This is an optimization exercise on Yosys and OpenROAD, whose aim is small area and a short achievable clock period, not a production implementation.
The RTL was checked by simulation tests, not by an equivalence proof against the original design.

==> flow/design.v (excerpt) <==
module top_module(
    input [11:0] angleIn,
    input [11:0] setPoint,
    input [7:0] kp,
    input [7:0] ki,
    input [7:0] kd,
    input clk,
    input rst,
    output signed [8:0] dutyCycleOut
    );
For scale: roughly 84 flip-flops, ~59 I/O pins, ~12000 um^2 of cells after synthesis.
clock: 16.0 ns
lec_check: 0
cap_margin: 20
core_margin: 2
core_utilization: 60
slew_margin: 20
synth_hierarchical: 1
standard.sh (not shown) runs the stock make flow with config.mk's settings and CLKGATE_MAP_FILE= SYNTH_SCRIPT=/design/flow/synth_recipe.tcl, a recipe that flattens the netlist after the stock synthesis.
==> flow/flow/run.sh <==
#!/bin/bash
# Standard layout, with timing repair aimed past the clock period (the SDC is
# unchanged) and ordinary buffers on the ports instead of delay cells.
set -euo pipefail
MARGIN=$(cat flow/margin.txt)
bash standard.sh SETUP_SLACK_MARGIN=$MARGIN \
  BUFFER_PORTS_ARGS="-buffer_cell sky130_fd_sc_hd__buf_2" MATCH_CELL_FOOTPRINT=0 finish > standard_make.log 2>&1
==> flow/flow/margin.txt <==
11.5
Then changed:
==> flow/flow/margin.txt (replaced) <==
12.5
What happened: The changed run passed the timing, design-rule and antenna checks; design area grows by about 6.5%; critical path depth grows by 6; synthesized area does not change; wire length grows by 3.0%; via count grows by 1.4%.

========
Another version of the RTL of top_module (not shown whole).
Size in the first run: about 1200 cells after synthesis, about 59 I/O pins.
==> flow/config.mk <==
export PLATFORM = sky130hd
export DESIGN_NAME = top_module
export DESIGN_NICKNAME = top_module
export VERILOG_FILES = /design/flow/design.v
export SDC_FILE = /design/flow/constraint.sdc
export NUM_CORES = 4
export LEC_CHECK = 0
export CAP_MARGIN = 20
export CORE_MARGIN = 2
export CORE_UTILIZATION = 65
export CTS_BUF_LIST = sky130_fd_sc_hd__clkbuf_8
export SLEW_MARGIN = 20
export SYNTH_HIERARCHICAL = 1
==> flow/constraint.sdc <==
create_clock -name core_clock -period 16.0 [get_ports {clk}]
set_input_delay 3.2000 -clock core_clock [delete_from_list [all_inputs] [get_ports {clk}]]
set_output_delay 3.2000 -clock core_clock [all_outputs]
set_load 0.01 [all_outputs]
==> flow/flow/run.sh <==
#!/bin/bash
# The standard layout (standard.sh, unchanged synthesis), with:
#  - timing repair aimed past the clock period: SETUP_SLACK_MARGIN from
#    flow/margin.txt, repair limited to sizing moves (the SDC is unchanged);
#  - plain buffers (buf_1, resized as needed) on the ports instead of delay cells;
#  - sizing not restricted to the same cell footprint.
set -euo pipefail
MARGIN=$(cat flow/margin.txt)
bash standard.sh SETUP_SLACK_MARGIN=$MARGIN \
  BUFFER_PORTS_ARGS="-buffer_cell sky130_fd_sc_hd__buf_1" MATCH_CELL_FOOTPRINT=0 \
  SETUP_MOVE_SEQUENCE=unbuffer,sizeup,swap finish > standard_make.log 2>&1
==> flow/flow/margin.txt <==
11.4
The starting point went through all stages and came out clean.
Then changed:
- CORE_UTILIZATION: 65 -> 60
The new run completed without violations.
Critical path depth is lower by 10.
Final area is lower by 0.52%.
Flip-flop and latch count does not change.
Wire length is higher by 4.3%.
Core utilization is lower by 5.7 points.
Then changed:
==> flow/flow/run.sh (replaced) <==
#!/bin/bash
# Standard layout, with timing repair aimed past the clock period (the SDC is
# unchanged) and ordinary buffers on the ports instead of delay cells.
set -euo pipefail
MARGIN=$(cat flow/margin.txt)
bash standard.sh SETUP_SLACK_MARGIN=$MARGIN \
  BUFFER_PORTS_ARGS="-buffer_cell sky130_fd_sc_hd__buf_1" MATCH_CELL_FOOTPRINT=0 SETUP_MOVE_SEQUENCE=unbuffer,sizeup,swap finish > standard_make.log 2>&1
==> flow/flow/margin.txt (replaced) <==
11.3
Outcome: The changed run completed without violations. Area after synthesis stays the same. Die area does not change. First-iteration DRC count rose by a few percent. Via count fell slightly. Count of clock-buffer cells in the layout does not change.
Then changed:
==> flow/flow/run.sh (replaced) <==
#!/bin/bash
# The standard layout (standard.sh, unchanged synthesis), with:
#  - timing repair aimed past the clock period: SETUP_SLACK_MARGIN from
#    flow/margin.txt, repair limited to sizing moves (the SDC is unchanged);
#  - plain buffers (buf_1, resized as needed) on the ports instead of delay cells;
#  - sizing not restricted to the same cell footprint.
set -euo pipefail
MARGIN=$(cat flow/margin.txt)
bash standard.sh SETUP_SLACK_MARGIN=$MARGIN \
  BUFFER_PORTS_ARGS="-buffer_cell sky130_fd_sc_hd__buf_1" MATCH_CELL_FOOTPRINT=0 \
  SETUP_MOVE_SEQUENCE=unbuffer,sizeup,swap finish > standard_make.log 2>&1
==> flow/flow/margin.txt (replaced) <==
11.5
Effect: The new run finished clean. Register-to-register slack is better by 0.11 ns. Final cell count hardly moves. Critical path depth shrinks by 11. Non-clock buffer count went up by 1. Area after synthesis is unchanged. Die area does not change. Maximum frequency went up by 1.4%. Wire length went up by 3.5%.
Then changed:
==> flow/flow/run.sh (replaced) <==
#!/bin/bash
# Standard layout, with timing repair aimed past the clock period (the SDC is
# unchanged) and ordinary buffers on the ports instead of delay cells.
set -euo pipefail
MARGIN=$(cat flow/margin.txt)
bash standard.sh SETUP_SLACK_MARGIN=$MARGIN \
  BUFFER_PORTS_ARGS="-buffer_cell sky130_fd_sc_hd__buf_1" MATCH_CELL_FOOTPRINT=0 SETUP_MOVE_SEQUENCE=unbuffer,sizeup,swap finish > standard_make.log 2>&1
==> flow/flow/margin.txt (replaced) <==
11.4
Effect: Hold slack got worse by 0.014 ns. Area after synthesis does not change. Wire length hardly moves. Register-to-register slack loses 0.02 ns. Core utilization shrinks by 0.87 points.
Then changed:
==> flow/flow/run.sh (replaced) <==
#!/bin/bash
# The standard layout (standard.sh, unchanged synthesis), with:
#  - timing repair aimed past the clock period: SETUP_SLACK_MARGIN from
#    flow/margin.txt, repair limited to sizing moves (the SDC is unchanged);
#  - plain buffers (buf_1, resized as needed) on the ports instead of delay cells;
#  - sizing not restricted to the same cell footprint.
set -euo pipefail
MARGIN=$(cat flow/margin.txt)
bash standard.sh SETUP_SLACK_MARGIN=$MARGIN \
  BUFFER_PORTS_ARGS="-buffer_cell sky130_fd_sc_hd__buf_2" MATCH_CELL_FOOTPRINT=0 \
  SETUP_MOVE_SEQUENCE=unbuffer,sizeup,swap finish > standard_make.log 2>&1
Result: Count of clock-buffer cells in the layout stays the same; synthesized area stays the same; first-iteration DRC count rose by 22%; via count came out lower by 0.94%; sequential share of layout area went down by 0.13 points; cell count stays the same; global-route usage barely changes.

========
job 2609:
top_module with an RTL version that a note above also has.
Size: about 1200 cells after synthesis, about 84 flip-flops, roughly 59 I/O pins, roughly 0.012 mm² of cells after synthesis.
clock: 16.0 ns
lec_check: 0
cap_margin: 20
core_margin: 2
core_utilization: 60
slew_margin: 20
synth_hierarchical: 1
==> flow/flow/run.sh <==
#!/bin/bash
# Standard layout, with timing repair aimed past the clock period (the SDC is
# unchanged) and ordinary buffers on the ports instead of delay cells.
set -euo pipefail
MARGIN=$(cat flow/margin.txt)
bash standard.sh SETUP_SLACK_MARGIN=$MARGIN \
  BUFFER_PORTS_ARGS="-buffer_cell sky130_fd_sc_hd__buf_2" MATCH_CELL_FOOTPRINT=0 SETUP_MOVE_SEQUENCE=unbuffer,sizeup,swap finish > standard_make.log 2>&1
==> flow/flow/margin.txt <==
11.5
Input changes introduced in job 6048 (baseline for comparison: job 2609):
==> flow/flow/margin.txt <==
12
### Flow results
Comparing job 6048 with job 2609, the mean cell area of the mapped netlist came out essentially unchanged. Taking job 2609 as the reference, in job 6048 worst hold slack across all endpoints went down, number of resized instances in the post-cts repair step went up, global-route wire length before repair went up.
#### Input delta (job 318 over job 6048)
Settings: CORE_UTILIZATION: 60 -> 75.
==> flow/flow/margin.txt <==
11.5
Notes after the runs:
- The flow did not stop early for job 318: all stages ran, and the layout cleared the timing, design-rule and antenna checks.
- Going from job 6048 to job 318, highest clock rate lost 0.0044 GHz, number of standard-cell rows in the floorplan lost about 12%, design area lost 300 µm².
- Job 318 vs. job 6048: final design utilization went up by 16 points.
- Of the two values seen for worst-path cell with the longest stage delay, sky130_fd_sc_hd__dfxtp_4 was produced by job 6048 and sky130_fd_sc_hd__fa_1 by job 318.

========
Starting RTL as in the previous note.
// top_module
module top_module(
    input [11:0] angleIn,
    input [11:0] setPoint,
    input [7:0] kp,
    input [7:0] ki,
    input [7:0] kd,
    input clk,
    input rst,
    output signed [8:0] dutyCycleOut
    );
    reg signed [12:0] e_r;       
    reg [12:0] pen_r;            
    reg [8:0] kpd_r;             
    reg [7:0] kd_r, ki_r;
    reg rst_r;                   
    reg [20:0] in_r;             
    reg [8:0] ylo_r;             
    reg inr_r;                   
    reg pos_r;                   
    wire signed [20:0] integ = ~in_r;
    wire w1;
    wire w2;
    wire w3;
    wire w4;
    wire w5;
    wire w6;
    wire w7;
    wire w8;
    wire w9;
    wire w10;
    wire w11;
    wire w12;
    wire w13;
    wire w14;
    wire w15;
    wire w16;
    wire w17;
    wire w18;
    wire w19;
    wire w20;
    wire w21;
    wire w22;
    wire w23;
    wire w24;
    wire w25;
    wire w26;
    wire w27;
    wire w28;
    wire w29;
    wire w30;
    wire w31;
    wire w32;
    wire w33;
    wire w34;
    wire w35;
    wire w36;
    wire w37;
    wire w38;
    wire w39;
    wire w40;
    wire w41;
    wire w42;
    wire w43;
    wire w44;
    wire w45;
    wire w46;
    wire w47;
    wire w48;
    wire w49;
    wire w50;
    wire w51;
    wire w52;
    wire w53;
    wire w54;
    wire w55;
    wire w56;
    wire w57;
    wire w58;
    wire w59;
    wire w60;
    wire w61;
    wire w62;
    wire w63;
    wire w64;
    wire w65;
    wire w66;
    wire w67;
    wire w68;
    wire w69;
    wire w70;
    wire w71;
    wire w72;
    wire w73;
  ...
clock: 16.0 ns
lec_check: 0
cap_margin: 20
core_margin: 2
core_utilization: 60
slew_margin: 20
synth_hierarchical: 1
==> flow/flow/run.sh <==
#!/bin/bash
# Standard layout, with timing repair aimed past the clock period (the SDC is
# unchanged) and ordinary buffers on the ports instead of delay cells.
set -euo pipefail
MARGIN=$(cat flow/margin.txt)
bash standard.sh SETUP_SLACK_MARGIN=$MARGIN \
  BUFFER_PORTS_ARGS="-buffer_cell sky130_fd_sc_hd__buf_2" MATCH_CELL_FOOTPRINT=0 finish > standard_make.log 2>&1
==> flow/flow/margin.txt <==
11
The first run finished with timing, DRC and antenna clean.
Next try:
--- a/flow/flow/run.sh
+++ b/flow/flow/run.sh
@@ -7 +7 @@
-  BUFFER_PORTS_ARGS="-buffer_cell sky130_fd_sc_hd__buf_2" MATCH_CELL_FOOTPRINT=0 finish > standard_make.log 2>&1
+  BUFFER_PORTS_ARGS="-buffer_cell sky130_fd_sc_hd__buf_1" MATCH_CELL_FOOTPRINT=0 SETUP_MOVE_SEQUENCE=unbuffer,sizeup,swap finish > standard_make.log 2>&1
==> flow/flow/margin.txt (replaced) <==
11.5
Settings changed: CTS_BUF_LIST from default to sky130_fd_sc_hd__clkbuf_8.
Sequential cell count stays the same.
Design area goes up by about 2.4%.
Global-route usage goes up by 0.21 points.
Routed wire length goes up by 0.87%.
Next try:
--- a/flow/flow/run.sh
+++ b/flow/flow/run.sh
@@ -7 +7 @@
-  BUFFER_PORTS_ARGS="-buffer_cell sky130_fd_sc_hd__buf_1" MATCH_CELL_FOOTPRINT=0 SETUP_MOVE_SEQUENCE=unbuffer,sizeup,swap finish > standard_make.log 2>&1
+  BUFFER_PORTS_ARGS="-buffer_cell sky130_fd_sc_hd__buf_2" MATCH_CELL_FOOTPRINT=0 finish > standard_make.log 2>&1
==> flow/flow/margin.txt (replaced) <==
10.8
Settings changed: CTS_BUF_LIST sky130_fd_sc_hd__clkbuf_8 to default.
Effect: The new run finished with timing, DRC and antenna clean; global-route usage shrinks by 0.24 points; synthesized area stays the same; count of clock-buffer cells in the layout stays the same; worst hold slack improves by 0.031 ns; utilization shrinks by 1.8 points; via count grows by 0.42%; routed wire length shrinks by 0.93%; cell count does not change; worst setup slack degrades by 0.31 ns.
Next try:
==> flow/flow/margin.txt (replaced) <==
11.35
The new run completed with no timing, DRC or antenna violations. Die area is unchanged. Hold slack loses 0.063 ns. Area after synthesis does not change. Fmax increases by 6.8%. Setup slack gains 0.32 ns. Non-clock buffer count is higher by 69. Flip-flop and latch count stays the same.
Next try:
--- a/flow/flow/run.sh
+++ b/flow/flow/run.sh
@@ -7 +7 @@
-  BUFFER_PORTS_ARGS="-buffer_cell sky130_fd_sc_hd__buf_2" MATCH_CELL_FOOTPRINT=0 finish > standard_make.log 2>&1
+  BUFFER_PORTS_ARGS="-buffer_cell sky130_fd_sc_hd__buf_1" MATCH_CELL_FOOTPRINT=0 SETUP_MOVE_SEQUENCE=unbuffer,sizeup,swap finish > standard_make.log 2>&1
==> flow/flow/margin.txt (replaced) <==
11.7
Settings changed: CTS_BUF_LIST from default to sky130_fd_sc_hd__clkbuf_8.
=> The changed run completed without violations. Register-to-register slack degrades by 0.02 ns. Worst setup slack degrades by 0.020 ns. Worst hold slack improves by 0.038 ns. Sequential cell count is unchanged.

========
== v29 ==
Starting RTL as in the previous note.
// top_module
module top_module(
    input [11:0] angleIn,
    input [11:0] setPoint,
    input [7:0] kp,
    input [7:0] ki,
    input [7:0] kd,
    input clk,
    input rst,
    output signed [8:0] dutyCycleOut
    );
==> flow/config.mk <==
export PLATFORM = sky130hd
export DESIGN_NAME = top_module
export DESIGN_NICKNAME = top_module
export VERILOG_FILES = /design/flow/design.v
export SDC_FILE = /design/flow/constraint.sdc
export NUM_CORES = 4
export LEC_CHECK = 0
export CAP_MARGIN = 20
export CORE_MARGIN = 2
export CORE_UTILIZATION = 60
export CTS_BUF_LIST = sky130_fd_sc_hd__clkbuf_8
export SLEW_MARGIN = 20
export SYNTH_HIERARCHICAL = 1
==> flow/constraint.sdc <==
create_clock -name core_clock -period 16.0 [get_ports {clk}]
set_input_delay 3.2000 -clock core_clock [delete_from_list [all_inputs] [get_ports {clk}]]
set_output_delay 3.2000 -clock core_clock [all_outputs]
set_load 0.01 [all_outputs]
==> flow/flow/run.sh <==
#!/bin/bash
# Standard layout, with timing repair aimed past the clock period (the SDC is
# unchanged) and ordinary buffers on the ports instead of delay cells.
set -euo pipefail
MARGIN=$(cat flow/margin.txt)
bash standard.sh SETUP_SLACK_MARGIN=$MARGIN \
  BUFFER_PORTS_ARGS="-buffer_cell sky130_fd_sc_hd__buf_1" MATCH_CELL_FOOTPRINT=0 SETUP_MOVE_SEQUENCE=unbuffer,sizeup,swap finish > standard_make.log 2>&1
==> flow/flow/margin.txt <==
11.3
Having completed the whole flow, v29 delivered a layout that passed the timing, design-rule and antenna checks.
> inputs changed (v29 -> v17)
# v29
export LEC_CHECK = 0
export CAP_MARGIN = 20
export CORE_MARGIN = 2
export CORE_UTILIZATION = 60
export CTS_BUF_LIST = sky130_fd_sc_hd__clkbuf_8
export SLEW_MARGIN = 20
export SYNTH_HIERARCHICAL = 1
create_clock -name core_clock -period 16.0 [get_ports {clk}]
# v17
export LEC_CHECK = 0
export CAP_MARGIN = 20
export CORE_MARGIN = 2
export CORE_UTILIZATION = 60
export SLEW_MARGIN = 20
export SYNTH_HIERARCHICAL = 1
create_clock -name core_clock -period 16.0 [get_ports {clk}]
--- a/flow/flow/run.sh
+++ b/flow/flow/run.sh
@@ -6,2 +6,2 @@
 bash standard.sh SETUP_SLACK_MARGIN=$MARGIN \
-  BUFFER_PORTS_ARGS="-buffer_cell sky130_fd_sc_hd__buf_1" MATCH_CELL_FOOTPRINT=0 SETUP_MOVE_SEQUENCE=unbuffer,sizeup,swap finish > standard_make.log 2>&1
+  BUFFER_PORTS_ARGS="-buffer_cell sky130_fd_sc_hd__buf_2" MATCH_CELL_FOOTPRINT=0 finish > standard_make.log 2>&1
==> flow/flow/margin.txt <==
11.2
Findings:
Multi-input gate count: v29 vs v17 identical. Looking only at worst setup slack, and setting everything else aside, the higher value of v17 and v29 goes to v29. Final core area utilization in v17 vs v29: up 2.9 points. In the tables for v17 and v29, count of clock-buffer cells in the layout reads higher with v17. Cmp v17 and v29 / clock transition at the registers of the reported paths / lower: v17. Relative to v29, the wire length of the first global-routing pass measured on v17 has increased slightly.
Here is what was changed in the inputs of v46 compared with v17.
==> flow/flow/margin.txt <==
10.5
## What came out
v17 → v46: slack of the critical path went down by 530 ps, sequential share of layout area went down by 0.29 points. On v46: register-to-register slack is 530 ps lower than what v17 gave. v46 vs v17 — pre-CTS setup slack dropped 300 ps. v46 reports a lower layout clock buffer count than v17 does.
Relative to v46, the following input files were edited for v8:
==> flow/flow/margin.txt <==
10
v8 against v46: area share of buffers outside the clock network closely matched the old numbers. v46 → v8: length of routed met2 wiring now smaller. Compare v46 and v8 | largest incremental delay on the critical path higher: v8. v46 leaves more setup margin than v8. Summary of v8 over v46: via count shows an increase of 71, utilization after layout did not really move, final area neither gained nor lost much.
## Diff of input files: v53 against v8
==> flow/flow/margin.txt <==
10.9
==> comparison <==
The layout buffering overhead excluding clock cells of v8 and that of v53 are within noise of each other.
Taking v8 as the reference point, the sequential share of cell area of v53 rises by 0.33 points.
Global-route usage: v53 vs v8 — no meaningful difference
Going from v8 to v53, met1 wire length now larger.
Routed wirelength normalized by instance count delta (v53 -> v8): insignificant
In terms of number of global-route vias before repair, v53 and v8 differ only marginally.
Diff v8..v53 | wire length of the first global-routing pass | negligible

## port drivers added, routing unchanged
No port has a modelled driver above. Below, the same layouts with a new extraction and two added sets of constraints.
Step 1 sets driving cells, clkbuf_16 on the clock port and buf_2 on the other inputs (assumed; they add their load-dependent delay and slew).
Step 2, shift: input delay + t, output delay - t, t = (earliest + latest rising clock arrival at the registers) / 2. This alone moves slack from input paths to output paths.
a / b / c = ideal / step 1 / step 2; a / b = the first two.
| run | t, ns | setup slack, ns | worst setup path after step 2 | pins driven straight from the clock port |
|---|---|---|---|---|
| the first run of note 1 | 0.405 | 11.348 / 11.348 / 11.013 | input to register | 1 |
| the second run of note 1 | 0.402 | 11.317 / 11.317 / 10.925 | input to register | 1 |
| the first run of note 2 | 0.434 | 11.380 / 11.380 / 11.007 | input to register | 1 |
| the second run of note 2 | 0.429 | 11.321 / 11.275 / 11.032 | input to register | 1 |
| the third run of note 2 | 0.429 | 11.275 / 11.275 / 10.997 | input to register | 1 |
| the fourth run of note 2 | 0.438 | 11.341 / 11.299 / 11.022 | input to register | 1 |
| the fifth run of note 2 | 0.429 | 11.321 / 11.275 / 11.032 | input to register | 1 |
| the sixth run of note 2 | 0.422 | 11.327 / 11.288 / 11.019 | input to register | 1 |
| job 2609 | 0.403 | 11.332 / 11.332 / 10.975 | input to register | 1 |
| job 6048 | 0.398 | 11.355 / 11.355 / 10.988 | input to register | 1 |
| job 318 | 0.391 | 11.258 / 11.258 / 10.949 | input to register | 1 |
| the first run of note 4 | 0.401 | 11.180 / 11.180 / 10.834 | input to register | 1 |
| the second run of note 4 | 0.423 | 11.319 / 11.319 / 11.020 | input to register | 1 |
| the third run of note 4 | 0.400 | 11.006 / 11.006 / 10.643 | input to register | 1 |
| the fourth run of note 4 | 0.399 | 11.323 / 11.323 / 10.959 | input to register | 1 |
| the fifth run of note 4 | 0.421 | 11.302 / 11.302 / 11.022 | input to register | 1 |
| v29 | 0.446 | 11.285 / 11.285 / 10.974 | input to register | 1 |
| v17 | 0.401 | 11.267 / 11.267 / 10.957 | input to register | 1 |
| v46 | 0.401 | 10.738 / 10.738 / 10.637 | input to register | 1 |
| v8 | 0.400 | 10.641 / 10.641 / 10.638 | input to register | 1 |
| v53 | 0.401 | 11.099 / 11.099 / 10.755 | input to register | 1 |
After both steps every run listed still meets setup and hold. The setup slack of the second run of note 1, which loses most, moves by 0.000 ns with the drivers and by -0.392 ns with both steps.
